This is an optimization exercise on Yosys and OpenROAD, whose aim is small area and a short achievable clock period, not a production implementation.
Function was checked by simulation only, so behaviour that the tests miss may differ from the original.
No activity file was given, so power comes from the tool's default toggle rates.

Setup of exp/quartz:
==> flow/design.v (excerpt) <==
module DCPU(
  input  wire       CLK,
  input  wire       RST,
  input  wire       EN,
  input  wire       Start,
  output wire[7:0]  InstMemAddr,
  input  wire[15:0] Inst,
  output wire[7:0]  DataMemAddr,
  input  wire[15:0] DataIn,
  output wire       DataMemWE,
  output wire[15:0] DataOut
);
Size in the first run: ~2500 cells after synthesis, roughly 310 flip-flops, about 0.018 mm^2 of cells after synthesis.
export LEC_CHECK = 0
export ABC_AREA = 1
export CAP_MARGIN = 20
export CORE_MARGIN = 2
export CORE_UTILIZATION = 40
export SETUP_SLACK_MARGIN = 2.6
export SLEW_MARGIN = 20
export TNS_END_PERCENT = 50
create_clock -name core_clock -period 5.0 [get_ports {CLK}]
run.sh (not shown) runs the stock make flow with config.mk's settings and CLKGATE_MAP_FILE= SYNTH_SCRIPT=/design/flow/synth_recipe.tcl, a recipe that flattens the netlist after the stock synthesis.
Every stage of the flow completed for exp/quartz, and the final layout passed the timing, DRC and antenna checks.
Edits applied to the flow inputs when going from exp/quartz to exp/raven:
- SETUP_SLACK_MARGIN now 2.3, was 2.6
- TNS_END_PERCENT no longer set, was 50
--- outcome ---
STATUS total length of routed wires: exp/raven wins against exp/quartz. exp/raven vs exp/quartz, capturing element of the worst setup path: DataMemAddr[6] vs InstMemAddr[6]. Taking exp/quartz as the reference, in exp/raven vias after detailed routing now smaller, overall global routing resource usage now smaller. Sequential share of layout area: exp/raven vs exp/quartz up 1.7 points.
Inputs modified between exp/raven and exp/amber:
- a change of SETUP_SLACK_MARGIN from 2.3 to 2.6
### Flow results
Clock distribution area overhead in the final layout (higher): exp/raven. Against exp/raven as the reference, exp/amber delivers a higher global-route wire length before repair. Internal power grows by a few percent when moving from exp/raven to exp/amber. On global-route usage, the higher figure sits with exp/amber, not exp/raven. Est. power | exp/amber vs exp/raven | exp/amber higher. exp/amber against exp/raven: synthesized cell count now sits at about the same level; routed wire length now sits higher; multi-input logic area now sits higher; share of cell area taken by multi-input logic gates now sits higher; critical path required time now sits higher.
### exp/amber -> exp/xenon
- SETUP_SLACK_MARGIN changed from 2.6 to 2.4
==> notes.md <==
As far as number of inserted diodes goes, exp/amber and exp/xenon are indistinguishable; the numbers are identical.
Against exp/amber, areal power density over the cells in exp/xenon fell slightly.
Summary: worst setup slack, exp/xenon worse than exp/amber
The critical setup path kind comes out reg2reg in one run and reg2out in the other, namely in exp/amber and exp/xenon respectively.
exp/amber -> exp/xenon: setup slack after placement delta 0, exact match
Having completed the whole flow, exp/xenon delivered a layout that passed the timing, DRC and antenna checks.
#### Input delta (exp/harbor over exp/xenon)
- swapping 2.4 for 2.8 in SETUP_SLACK_MARGIN
--- outcome ---
Of the two candidates, exp/xenon has the better post-layout total power and exp/harbor the worse one.
Per the comparison of exp/harbor with exp/xenon, instance count on the critical path went up, worst setup slack after layout went up, number of placed cells counting well taps ~0 delta.
Delta (exp/harbor minus exp/xenon): global-route usage went up 2.2 points, layout multi-input combinational cell count held.
Setup changes, exp/harbor to exp/maple
- an added PLACE_DENSITY of 0.45
- a change of SETUP_SLACK_MARGIN from 2.8 to 2.6
Findings:
Cmp exp/maple vs exp/harbor: area used by multi-input combinational logic lower in exp/maple
exp/maple vs. exp/harbor: power saw a decrease; wire length reported by the detailed router moved up.
exp/maple vs exp/harbor — instance count on the critical path dropped 2.
exp/maple completed every stage of the flow, and the final layout passed the timing, DRC and antenna checks.
Going from exp/harbor to exp/maple, global-route usage climbed 0.31 points, fraction of the core area covered by cells at the end of the flow now smaller, worst setup slack after placement went up 0.0033 ns.

========
## the baseline
Another version of the RTL of DCPU (not shown whole).
Size: about 2,400 cells after synthesis, about 310 flip-flops, roughly 69 I/O pins, ~0.018 sq mm of cells after synthesis.
clock: 5.0 ns
lec_check: 0
abc_area: 1
cap_margin: 20
core_margin: 2
core_utilization: 40
setup_slack_margin: 2.5
slew_margin: 20
Here is what was changed in the inputs of the candidate compared with the baseline.
- SLEW_MARGIN: 20 -> 0
- CAP_MARGIN: 20 -> 0
[summary]
Of the candidate and the baseline, the candidate shows the higher final area, with the baseline below it. The candidate vs the baseline, worst setup path startpoint: EXRB[0] vs EXOP[1]. Post-route worst setup slack: the candidate and the baseline compared, higher one is the baseline. Summary of the candidate over the baseline: global-route total usage across every layer shrank by 0.18 points, post-place instance area held steady, part of the total power dissipated in combinational logic grew by 0.5 points.

========
DCPU with an RTL version that a note above also has.
For scale: about 310 flip-flops, ~19000 um^2 of cells after synthesis.
clock: 5.0 ns
lec_check: 0
abc_area: 0
cap_margin: 20
core_margin: 2
core_utilization: 40
setup_slack_margin: 2.6
slew_margin: 20
==> next run, changes <==
- ABC_AREA: 0 -> 1
- PLACE_DENSITY: unset -> 0.75
=> The new run completed without violations. Global-route usage is lower by 1.0 points. Synthesized cell count is higher by 31%. Die area is lower by 4.6%. Cell area is lower by 8.5%. Count of clock-buffer cells in the layout does not change. Via count is higher by 5.6%. Wire length is lower by 6.6%.

========
v6:
DCPU again, from the RTL that the note above started with.
## DCPU
module DCPU(
  input  wire       CLK,
  input  wire       RST,
  input  wire       EN,
  input  wire       Start,
  output wire[7:0]  InstMemAddr,
  input  wire[15:0] Inst,
  output wire[7:0]  DataMemAddr,
  input  wire[15:0] DataIn,
  output wire       DataMemWE,
  output wire[15:0] DataOut
);
make LEC_CHECK=0 ABC_AREA=1 CAP_MARGIN=20 CORE_MARGIN=2 CORE_UTILIZATION=40 SETUP_SLACK_MARGIN=2.5 SLEW_MARGIN=20 finish   # period 5.0 ns
Input-level comparison between v7 and v6:
diff --git a/flow/config.mk b/flow/config.mk
--- a/flow/config.mk
+++ b/flow/config.mk
@@ -11,2 +11,2 @@
-export CORE_UTILIZATION = 40
-export SETUP_SLACK_MARGIN = 2.5
+export CORE_UTILIZATION = 50
+export SETUP_SLACK_MARGIN = 2.6
On number of well taps: between v6 and v7, it ends up lower for v7.
In the flow results for v6 and v7, the proportion of layout cells with a drive suffix above 1 is smaller on v6.
A capture point of the critical path of EXSD[11] is what v7 shows, while DataOut[13] belongs to v6.
v7 against v6: clock buffer count up 2, final instance area up 190 µm², leakage component of the power up 1.8%.
Of v6 and v7, the lower critical path depth belongs to v6.
Going from v6 to v7, global routing usage on met1 grew by 10 points, clock power share shrank by 0.5 points, height of the die shrank by 10%, worst setup slack after layout grew by 76 ps.

==> port drivers added, routing unchanged <==
How much do the figures lean on ideal ports? The routed layouts below were timed once more, with nothing changed but the port constraints.
Step 1 (the two cells are an assumption about what drives the block):
set clk [get_ports {CLK}]
set_driving_cell -lib_cell sky130_fd_sc_hd__clkbuf_16 $clk
set_driving_cell -lib_cell sky130_fd_sc_hd__buf_2 [delete_from_list [all_inputs] $clk]
Step 2 adds t to the input delays and takes it off the output delays; t is the mean of the earliest and latest rising clock arrival at the registers after step 1. Input paths then give back, and output paths get back, about the clock's delay inside the block.
Three values: ideal ports, drivers, drivers and shift; two values: the first two.
run | t, ns | setup slack, ns | clock arrival spread, ns
exp/quartz | 0.583 | 2.466 / 2.411 / 2.259 | 0.019 / 0.019
exp/raven | 0.583 | 2.362 / 2.309 / 1.879 | 0.017 / 0.017
exp/amber | 0.583 | 2.644 / 2.628 / 2.290 | 0.016 / 0.015
exp/xenon | 0.584 | 2.443 / 2.390 / 1.995 | 0.016 / 0.016
exp/harbor | 0.587 | 2.558 / 2.558 / 2.271 | 0.022 / 0.022
exp/maple | 0.604 | 2.610 / 2.610 / 2.044 | 0.020 / 0.020
the baseline | 0.571 | 2.449 / 2.449 / 2.055 | 0.021 / 0.020
the candidate | 0.587 | 2.443 / 2.443 / 2.027 | 0.022 / 0.022
the first run of note 3 | 0.617 | 2.074 / 2.074 / 1.794 | 0.028 / 0.028
the second run of note 3 | 0.623 | 2.597 / 2.564 / 2.085 | 0.014 / 0.015
v6 | 0.583 | 2.548 / 2.494 / 2.052 | 0.016 / 0.016
v7 | 0.603 | 2.623 / 2.612 / 2.193 | 0.023 / 0.023
After both steps setup and hold are still met in every run listed. The setup slack of exp/maple, which loses most, moves by 0.000 ns with the drivers and by -0.566 ns with both steps.
